This is an optimization exercise on Yosys and OpenROAD, whose aim is small area and a short achievable clock period, not a production implementation. At most, simulation tests tie the RTL to the original design; equivalence was not proved. Power and IR drop assume default switching activity.

==> run a <==
==> flow/design.v (excerpt) <==
module SIMD_CU(d,d1,d2,en_write, 
		en_read, reg_write_addr1,
		reg_write_addr2,reg_write_addr3, 
		reg_read_addr1,reg_read_addr2,reg_read_addr3,reg_read_addr4,reg_read_addr5, reg_read_addr6,  
		clk, 
		reg_read_data1, reg_read_data2, reg_read_data3, reg_read_data4,reg_read_data5,reg_read_data6);
==> module regfile, before the edit <==
module regfile(clk, en_write, en_read, reg_write_addr, reg_read_addr1, reg_read_addr2,
               reg_write_data, reg_read_data1, reg_read_data2);
input clk;
input en_write;
input en_read;
input [3:0] reg_write_addr;
input [3:0] reg_read_addr1;
input [3:0] reg_read_addr2;
input [7:0] reg_write_data;
output [7:0] reg_read_data1;
output [7:0] reg_read_data2;
reg [7:0] Registers [0:15];
reg [7:0] hold1, hold2;
wire [15:0] wsel, nwsel;
wdec wd (.en(en_write), .a(reg_write_addr), .sel(wsel), .nsel(nwsel));
genvar i, j;
generate
  for (i = 0; i < 16; i = i + 1) begin : row
    wire [7:0] nxt;
    for (j = 0; j < 8; j = j + 1) begin : wb
      g_a22o w (.a1(nwsel[i]), .a2(Registers[i][j]), .b1(wsel[i]), .b2(reg_write_data[j]), .y(nxt[j]));
    end
    always @(posedge clk)
      Registers[i] <= nxt;
  end
endgenerate
wire [15:0] sel1, sel2;
wire selh1, selh2;
rdec rd1 (.en(en_read), .a(reg_read_addr1), .sel(sel1), .selh(selh1));
rdec rd2 (.en(en_read), .a(reg_read_addr2), .sel(sel2), .selh(selh2));
wire wen;
g_inv iw (.a(en_write), .y(wen));
wire [7:0] r1, r2;
generate
  for (i = 0; i < 8; i = i + 1) begin : rb
    wire [15:0] col;
    for (j = 0; j < 16; j = j + 1) begin : c
      assign col[j] = Registers[j][i];
    end
    rsel rs1 (.sel(sel1), .selh(selh1), .m(col), .h(hold1[i]), .wen(wen), .r(r1[i]), .o(reg_read_data1[i]));
    rsel rs2 (.sel(sel2), .selh(selh2), .m(col), .h(hold2[i]), .wen(wen), .r(r2[i]), .o(reg_read_data2[i]));
  end
endgenerate
always @(posedge clk) begin
  hold1 <= r1;
  hold2 <= r2;
end
endmodule
==> module rsel, before the edit <==
module rsel(sel, selh, m, h, wen, r, o);
input [15:0] sel, m;
input selh, h, wen;
output r, o;
wire [7:0] x;
genvar k;
generate
  for (k = 0; k < 8; k = k + 1) begin : t
    g_a22oi g (.a1(sel[2*k]), .a2(m[2*k]), .b1(sel[2*k+1]), .b2(m[2*k+1]), .y(x[k]));
  end
endgenerate
wire y0, y1, hp;
g_nand4 n0 (.a(x[0]), .b(x[1]), .c(x[2]), .d(x[3]), .y(y0));
g_nand4 n1 (.a(x[4]), .b(x[5]), .c(x[6]), .d(x[7]), .y(y1));
g_and2  hh (.a(selh), .b(h), .y(hp));
g_or3   rr (.a(y0), .b(y1), .c(hp), .y(r));
g_o31a  oo (.a1(y0), .a2(y1), .a3(hp), .b1(wen), .y(o));
endmodule
==> module g_or3, before the edit <==
module g_or3(a, b, c, y);
input a, b, c; output y;
assign y = a | b | c;
endmodule
==> module g_and2, before the edit <==
module g_and2(a, b, y);
input a, b; output y;
assign y = a & b;
endmodule
==> module g_o31a, before the edit <==
module g_o31a(a1, a2, a3, b1, y);
input a1, a2, a3, b1; output y;
assign y = (a1 | a2 | a3) & b1;
endmodule
==> module wdec, before the edit <==
module wdec(en, a, sel, nsel);
input en;
input [3:0] a;
output [15:0] sel, nsel;
wire [3:0] lo_n, hi_n;
predec p (.en(en), .a(a), .lo_n(lo_n), .hi_n(hi_n));
genvar k;
generate
  for (k = 0; k < 16; k = k + 1) begin : d
    g_nor2 s (.a(lo_n[k % 4]), .b(hi_n[k / 4]), .y(sel[k]));
    g_or2  n (.a(lo_n[k % 4]), .b(hi_n[k / 4]), .y(nsel[k]));
  end
endgenerate
endmodule
==> module rdec, before the edit <==
module rdec(en, a, sel, selh);
input en;
input [3:0] a;
output [15:0] sel;
output selh;
wire [3:0] lo_n, hi_n;
predec p (.en(en), .a(a), .lo_n(lo_n), .hi_n(hi_n));
genvar k;
generate
  for (k = 0; k < 16; k = k + 1) begin : d
    g_nor2 s (.a(lo_n[k % 4]), .b(hi_n[k / 4]), .y(sel[k]));
  end
endgenerate
g_inv ih (.a(en), .y(selh));
endmodule
==> module predec, before the edit <==
module predec(en, a, lo_n, hi_n);
input en;
input [3:0] a;
output [3:0] lo_n, hi_n;
wire [3:0] an;
g_inv i0 (.a(a[0]), .y(an[0]));
g_inv i1 (.a(a[1]), .y(an[1]));
g_inv i2 (.a(a[2]), .y(an[2]));
g_inv i3 (.a(a[3]), .y(an[3]));
g_nand2 l0 (.a(an[1]), .b(an[0]), .y(lo_n[0]));
g_nand2 l1 (.a(an[1]), .b(a[0]),  .y(lo_n[1]));
g_nand2 l2 (.a(a[1]),  .b(an[0]), .y(lo_n[2]));
g_nand2 l3 (.a(a[1]),  .b(a[0]),  .y(lo_n[3]));
g_nand3 h0 (.a(en), .b(an[3]), .c(an[2]), .y(hi_n[0]));
g_nand3 h1 (.a(en), .b(an[3]), .c(a[2]),  .y(hi_n[1]));
g_nand3 h2 (.a(en), .b(a[3]),  .c(an[2]), .y(hi_n[2]));
g_nand3 h3 (.a(en), .b(a[3]),  .c(a[2]),  .y(hi_n[3]));
endmodule
==> module g_nand4, before the edit <==
module g_nand4(a, b, c, d, y);
input a, b, c, d; output y;
assign y = ~(a & b & c & d);
endmodule
==> module g_or2, before the edit <==
module g_or2(a, b, y);
input a, b; output y;
assign y = a | b;
endmodule
==> module g_a22oi, before the edit <==
module g_a22oi(a1, a2, b1, b2, y);
input a1, a2, b1, b2; output y;
assign y = ~((a1 & a2) | (b1 & b2));
endmodule
clock: 5.2 ns
lec_check: 0
cap_margin: 20
core_margin: 2
core_utilization: 40
setup_slack_margin: 1.5
slew_margin: 20
synth_hierarchical: 1
run.sh (not shown) runs the stock make flow with config.mk's settings and CLKGATE_MAP_FILE= SYNTH_SCRIPT=/design/flow/synth_recipe.tcl, a recipe that flattens the netlist after the stock synthesis.
==> run b: changes against run a <==
--- a/flow/design.v
+++ b/flow/design.v
@@ -27,3 +27,3 @@
 reg [7:0] Registers [0:15];
-reg [7:0] hold1, hold2;
+reg [7:0] hold1_n, hold2_n;    
 wire [15:0] wsel, nwsel;
@@ -45,5 +45,3 @@
 rdec rd2 (.en(en_read), .a(reg_read_addr2), .sel(sel2), .selh(selh2));
-wire wen;
-g_inv iw (.a(en_write), .y(wen));
-wire [7:0] r1, r2;
+wire [7:0] r1n, r2n;
 generate
@@ -54,4 +52,4 @@
     end
-    rsel rs1 (.sel(sel1), .selh(selh1), .m(col), .h(hold1[i]), .wen(wen), .r(r1[i]), .o(reg_read_data1[i]));
-    rsel rs2 (.sel(sel2), .selh(selh2), .m(col), .h(hold2[i]), .wen(wen), .r(r2[i]), .o(reg_read_data2[i]));
+    rsel rs1 (.sel(sel1), .selh(selh1), .m(col), .hn(hold1_n[i]), .we(en_write), .rn(r1n[i]), .o(reg_read_data1[i]));
+    rsel rs2 (.sel(sel2), .selh(selh2), .m(col), .hn(hold2_n[i]), .we(en_write), .rn(r2n[i]), .o(reg_read_data2[i]));
   end
@@ -59,4 +57,4 @@
 always @(posedge clk) begin
-  hold1 <= r1;
-  hold2 <= r2;
+  hold1_n <= r1n;
+  hold2_n <= r2n;
 end
@@ -110,19 +108,17 @@
 endmodule
-module rsel(sel, selh, m, h, wen, r, o);
+module rsel(sel, selh, m, hn, we, rn, o);
 input [15:0] sel, m;
-input selh, h, wen;
-output r, o;
-wire [7:0] x;
-genvar k;
-generate
-  for (k = 0; k < 8; k = k + 1) begin : t
-    g_a22oi g (.a1(sel[2*k]), .a2(m[2*k]), .b1(sel[2*k+1]), .b2(m[2*k+1]), .y(x[k]));
-  end
-endgenerate
+input selh, hn, we;
+output rn, o;
 wire y0, y1, hp;
-g_nand4 n0 (.a(x[0]), .b(x[1]), .c(x[2]), .d(x[3]), .y(y0));
-g_nand4 n1 (.a(x[4]), .b(x[5]), .c(x[6]), .d(x[7]), .y(y1));
-g_and2  hh (.a(selh), .b(h), .y(hp));
-g_or3   rr (.a(y0), .b(y1), .c(hp), .y(r));
-g_o31a  oo (.a1(y0), .a2(y1), .a3(hp), .b1(wen), .y(o));
+g_or8  p0 (.s(sel[7:0]),  .m(m[7:0]),  .y(y0));
+g_or8  p1 (.s(sel[15:8]), .m(m[15:8]), .y(y1));
+g_and2b hh (.a_n(hn), .b(selh), .y(hp));
+g_nor3 rr (.a(y0), .b(y1), .c(hp), .y(rn));
+g_nor2 oo (.a(we), .b(rn), .y(o));
+endmodule
+module g_or8(s, m, y);
+input [7:0] s, m;
+output y;
+assign y = |(s & m);
 endmodule
@@ -152,9 +148,9 @@
 endmodule
-module g_or3(a, b, c, y);
+module g_nor3(a, b, c, y);
 input a, b, c; output y;
-assign y = a | b | c;
+assign y = ~(a | b | c);
 endmodule
-module g_and2(a, b, y);
-input a, b; output y;
-assign y = a & b;
+module g_and2b(a_n, b, y);
+input a_n, b; output y;
+assign y = ~a_n & b;
 endmodule
@@ -167,6 +163,2 @@
 assign y = ~((a1 & a2) | (b1 & b2));
-endmodule
-module g_o31a(a1, a2, a3, b1, y);
-input a1, a2, a3, b1; output y;
-assign y = (a1 | a2 | a3) & b1;
 endmodule
--- a/flow/config.mk
+++ b/flow/config.mk
@@ -10,3 +10,3 @@
 export CORE_UTILIZATION = 40
-export SETUP_SLACK_MARGIN = 1.5
+export SETUP_SLACK_MARGIN = 0
 export SLEW_MARGIN = 20
==> run c: changes against run a <==
--- a/flow/design.v
+++ b/flow/design.v
@@ -42,7 +42,6 @@
 wire [15:0] sel1, sel2;
-wire selh1, selh2;
-rdec rd1 (.en(en_read), .a(reg_read_addr1), .sel(sel1), .selh(selh1));
-rdec rd2 (.en(en_read), .a(reg_read_addr2), .sel(sel2), .selh(selh2));
-wire wen;
-g_inv iw (.a(en_write), .y(wen));
+rdec rd1 (.a(reg_read_addr1), .sel(sel1));
+rdec rd2 (.a(reg_read_addr2), .sel(sel2));
+wire en_read_n;
+g_inv ie (.a(en_read), .y(en_read_n));
 wire [7:0] r1, r2;
@@ -54,4 +53,4 @@
     end
-    rsel rs1 (.sel(sel1), .selh(selh1), .m(col), .h(hold1[i]), .wen(wen), .r(r1[i]), .o(reg_read_data1[i]));
-    rsel rs2 (.sel(sel2), .selh(selh2), .m(col), .h(hold2[i]), .wen(wen), .r(r2[i]), .o(reg_read_data2[i]));
+    rsel rs1 (.sel(sel1), .m(col), .en(en_read), .en_n(en_read_n), .h(hold1[i]), .we(en_write), .r(r1[i]), .o(reg_read_data1[i]));
+    rsel rs2 (.sel(sel2), .m(col), .en(en_read), .en_n(en_read_n), .h(hold2[i]), .we(en_write), .r(r2[i]), .o(reg_read_data2[i]));
   end
@@ -67,4 +66,15 @@
 output [15:0] sel, nsel;
-wire [3:0] lo_n, hi_n;
-predec p (.en(en), .a(a), .lo_n(lo_n), .hi_n(hi_n));
+wire [3:0] an, lo, hi;
+g_inv i0 (.a(a[0]), .y(an[0]));
+g_inv i1 (.a(a[1]), .y(an[1]));
+g_inv i2 (.a(a[2]), .y(an[2]));
+g_inv i3 (.a(a[3]), .y(an[3]));
+g_nor2 l0 (.a(a[1]),  .b(a[0]),  .y(lo[0]));
+g_nor2 l1 (.a(a[1]),  .b(an[0]), .y(lo[1]));
+g_nor2 l2 (.a(an[1]), .b(a[0]),  .y(lo[2]));
+g_nor2 l3 (.a(an[1]), .b(an[0]), .y(lo[3]));
+g_nor2 h0 (.a(a[3]),  .b(a[2]),  .y(hi[0]));
+g_nor2 h1 (.a(a[3]),  .b(an[2]), .y(hi[1]));
+g_nor2 h2 (.a(an[3]), .b(a[2]),  .y(hi[2]));
+g_nor2 h3 (.a(an[3]), .b(an[2]), .y(hi[3]));
 genvar k;
@@ -72,4 +82,4 @@
   for (k = 0; k < 16; k = k + 1) begin : d
-    g_nor2 s (.a(lo_n[k % 4]), .b(hi_n[k / 4]), .y(sel[k]));
-    g_or2  n (.a(lo_n[k % 4]), .b(hi_n[k / 4]), .y(nsel[k]));
+    g_nand3 n (.a(en), .b(lo[k % 4]), .c(hi[k / 4]), .y(nsel[k]));
+    g_inv   s (.a(nsel[k]), .y(sel[k]));
   end
@@ -77,9 +87,7 @@
 endmodule
-module rdec(en, a, sel, selh);
-input en;
+module rdec(a, sel);
 input [3:0] a;
 output [15:0] sel;
-output selh;
 wire [3:0] lo_n, hi_n;
-predec p (.en(en), .a(a), .lo_n(lo_n), .hi_n(hi_n));
+predec p (.a(a), .lo_n(lo_n), .hi_n(hi_n));
 genvar k;
@@ -90,6 +98,4 @@
 endgenerate
-g_inv ih (.a(en), .y(selh));
 endmodule
-module predec(en, a, lo_n, hi_n);
-input en;
+module predec(a, lo_n, hi_n);
 input [3:0] a;
@@ -105,24 +111,23 @@
 g_nand2 l3 (.a(a[1]),  .b(a[0]),  .y(lo_n[3]));
-g_nand3 h0 (.a(en), .b(an[3]), .c(an[2]), .y(hi_n[0]));
-g_nand3 h1 (.a(en), .b(an[3]), .c(a[2]),  .y(hi_n[1]));
-g_nand3 h2 (.a(en), .b(a[3]),  .c(an[2]), .y(hi_n[2]));
-g_nand3 h3 (.a(en), .b(a[3]),  .c(a[2]),  .y(hi_n[3]));
+g_nand2 h0 (.a(an[3]), .b(an[2]), .y(hi_n[0]));
+g_nand2 h1 (.a(an[3]), .b(a[2]),  .y(hi_n[1]));
+g_nand2 h2 (.a(a[3]),  .b(an[2]), .y(hi_n[2]));
+g_nand2 h3 (.a(a[3]),  .b(a[2]),  .y(hi_n[3]));
 endmodule
-module rsel(sel, selh, m, h, wen, r, o);
+module rsel(sel, m, en, en_n, h, we, r, o);
 input [15:0] sel, m;
-input selh, h, wen;
+input en, en_n, h, we;
 output r, o;
-wire [7:0] x;
-genvar k;
-generate
-  for (k = 0; k < 8; k = k + 1) begin : t
-    g_a22oi g (.a1(sel[2*k]), .a2(m[2*k]), .b1(sel[2*k+1]), .b2(m[2*k+1]), .y(x[k]));
-  end
-endgenerate
-wire y0, y1, hp;
-g_nand4 n0 (.a(x[0]), .b(x[1]), .c(x[2]), .d(x[3]), .y(y0));
-g_nand4 n1 (.a(x[4]), .b(x[5]), .c(x[6]), .d(x[7]), .y(y1));
-g_and2  hh (.a(selh), .b(h), .y(hp));
-g_or3   rr (.a(y0), .b(y1), .c(hp), .y(r));
-g_o31a  oo (.a1(y0), .a2(y1), .a3(hp), .b1(wen), .y(o));
+wire y0, y1, a, b;
+g_or8   p0 (.s(sel[7:0]),  .m(m[7:0]),  .y(y0));
+g_or8   p1 (.s(sel[15:8]), .m(m[15:8]), .y(y1));
+g_o21ai na (.a1(y0), .a2(y1), .b1(en), .y(a));    
+g_nand2 nb (.a(en_n), .b(h), .y(b));              
+g_a21oi oo (.a1(a), .a2(b), .b1(we), .y(o));
+g_nand2 rr (.a(a), .b(b), .y(r));
+endmodule
+module g_or8(s, m, y);
+input [7:0] s, m;
+output y;
+assign y = |(s & m);
 endmodule
@@ -140,6 +145,2 @@
 endmodule
-module g_nand4(a, b, c, d, y);
-input a, b, c, d; output y;
-assign y = ~(a & b & c & d);
-endmodule
 module g_nor2(a, b, y);
@@ -147,14 +148,2 @@
 assign y = ~(a | b);
-endmodule
-module g_or2(a, b, y);
-input a, b; output y;
-assign y = a | b;
-endmodule
-module g_or3(a, b, c, y);
-input a, b, c; output y;
-assign y = a | b | c;
-endmodule
-module g_and2(a, b, y);
-input a, b; output y;
-assign y = a & b;
 endmodule
@@ -164,9 +153,9 @@
 endmodule
-module g_a22oi(a1, a2, b1, b2, y);
-input a1, a2, b1, b2; output y;
-assign y = ~((a1 & a2) | (b1 & b2));
+module g_o21ai(a1, a2, b1, y);
+input a1, a2, b1; output y;
+assign y = ~((a1 | a2) & b1);
 endmodule
-module g_o31a(a1, a2, a3, b1, y);
-input a1, a2, a3, b1; output y;
-assign y = (a1 | a2 | a3) & b1;
+module g_a21oi(a1, a2, b1, y);
+input a1, a2, b1; output y;
+assign y = ~((a1 & a2) | b1);
 endmodule
==> flow/flow/run.sh (new file) <==
#!/bin/bash
# Standard synthesis, then every combinational cell that synthesis gave a
# drive strength above 1 is set back to strength 1 (same function and pins;
# flip-flops are left as they are), then the standard layout from there.
# Clock tree: larger sink clusters and no dummy loads.
# Port buffers: buf_2 (the resizer sizes them from there).
# Each tool's output goes to a log file of its own in this folder.
set -euo pipefail
R=orfs/results/sky130hd/SIMD_CU/base
bash standard.sh synth > synth.log 2>&1
python3 flow/downsize.py "$FLOW_HOME/platforms/sky130hd/lib/sky130_fd_sc_hd__tt_025C_1v80.lib" \
  $R/1_2_yosys.v > downsize.log 2>&1
rm -f $R/1_synth.odb $R/1_synth.sdc
bash standard.sh finish \
  CTS_ARGS="-sink_clustering_enable -repair_clock_nets -dont_use_dummy_load -sink_clustering_size 16 -sink_clustering_max_diameter 60 -buf_list sky130_fd_sc_hd__clkbuf_8" \
  BUFFER_PORTS_ARGS="-buffer_cell sky130_fd_sc_hd__buf_2" \
  > layout.log 2>&1
==> flow/flow/downsize.py (new file) <==
# Set every combinational cell in a synthesized netlist to drive strength 1.
# usage: downsize.py LIBERTY NETLIST (the netlist is rewritten in place)
import re, sys, collections
lib, net = sys.argv[1], sys.argv[2]
cells = set(re.findall(r'cell\s*\(\s*"?(sky130_fd_sc_hd__\w+?)"?\s*\)', open(lib).read()))
keep = ('df', 'edf', 'sdf', 'dl', 'clk', 'conb', 'tap', 'fill', 'decap')
changed = collections.Counter()
def swap(m):
    name, base, size = m.group(0), m.group(1), m.group(2)
    if base.startswith(keep) or size == '1':
        return name
    new = 'sky130_fd_sc_hd__%s_1' % base
    if new not in cells:
        return name
    changed[name + ' -> ' + new] += 1
    return new
text = open(net).read()
text = re.sub(r'(?<=^  )sky130_fd_sc_hd__(\w+?)_(\d+)(?= )', swap, text, flags=re.M)
open(net, 'w').write(text)
for k, n in sorted(changed.items()):
    print(n, k)
==> flow/standard.sh (new file) <==
#!/bin/bash
# synth_recipe.tcl (not shown) runs the flow's synth.tcl, then flattens the netlist and writes it again
# the make line also repeats each setting of config.mk as NAME=value (left out here)
make -C /OpenROAD-flow-scripts/flow DESIGN_CONFIG=/design/flow/config.mk WORK_HOME=/design/flow/orfs CLKGATE_MAP_FILE= SYNTH_SCRIPT=/design/flow/synth_recipe.tcl "${@:-finish}"
--- a/flow/config.mk
+++ b/flow/config.mk
@@ -10,2 +10,3 @@
 export CORE_UTILIZATION = 40
+export PLACE_DENSITY = 0.8
 export SETUP_SLACK_MARGIN = 1.5
removed: flow/run.sh
==> comparison table <==
quantity                                                                    run a                     run b                    run c
Global-route track usage on met3                                            4.63%                     4.31%                    4.41%
Run status                                                complete, no violations   complete, no violations  complete, no violations
R2R depth                                                                       4                         1                        4
Global-route usage over all layers                                          27.4%                     27.1%                    25.4%
Vias in the first global route                                             17,145                    15,791                   16,073
P_sw                                                                      2.99 mW                   2.74 mW                  2.45 mW
Proportion of synthesized chip area in sequential cells                     45.1%                     49.1%                        -
Most frequent cell after synthesis                       sky130_fd_sc_hd__dfxtp_1  sky130_fd_sc_hd__dfxtp_1                        -
Global routing met2 resource utilization                                    44.6%                     43.3%                    39.2%
Detailed-routing wirelength on met1                                       31.7 mm                   29.7 mm                  25.4 mm
EDFF count, synth                                                               0                         0                        -
Critical Path Fanout Max                                                        8                        30                        8
Top cell by count, worst path                             sky130_fd_sc_hd__buf_12                         -   sky130_fd_sc_hd__buf_2
Area share of the largest cell type after synthesis                         45.1%                     49.1%                        -
Clock network area share                                                    6.48%                     7.57%                    2.55%
Non-clock inverters                                                            45                        42                       87
Multi-input gate area in the final layout                            0.0119 sq mm             0.00932 sq mm            0.00919 sq mm
Routability cong.                                                           0.963                     0.956                     1.03
Arrival time of data at the critical path endpoint                        2.71 ns                   3.76 ns                  2.68 ns
Final #Nets                                                                 2,098                     1,997                    2,033
Worst path bufs/invs                                                            5                         3                        3
Area of the core                                                     0.0501 sq mm              0.0463 sq mm             0.0443 sq mm
No functional check of the RTL was part of run b.

-- separate check: timing with driven ports --
How much do the figures lean on ideal ports? The routed layouts below were timed once more, with nothing changed but the port constraints.
Step 1, drivers: a clkbuf_16 drives clk and a buf_2 each remaining input, both assumed.
Step 2 moves the port delays by t, midway between the first and last clock arrival at a register: inputs arrive t later, outputs are due t later. That takes back most of the time a late clock gives input paths.
Slacks: no drivers / after step 1 / after step 2; pairs: no drivers / after step 1.
| run | shift t [ns] | setup slack, ns | worst hold slack (ns) |
|---|---|---|---|
| run a | 0.642 | 1.454 / 1.408 / 1.408 | 0.544 / 0.544 / 0.544 |
| run b | 0.651 | 0.403 / 0.381 / 0.381 | 0.510 / 0.510 / 0.510 |
| run c | 0.661 | 1.479 / 1.457 / 1.457 | 0.440 / 0.440 / 0.440 |
After both steps every run listed still meets setup and hold. The setup slack of run a, which loses most, moves by -0.046 ns with the drivers and by -0.046 ns with both steps.
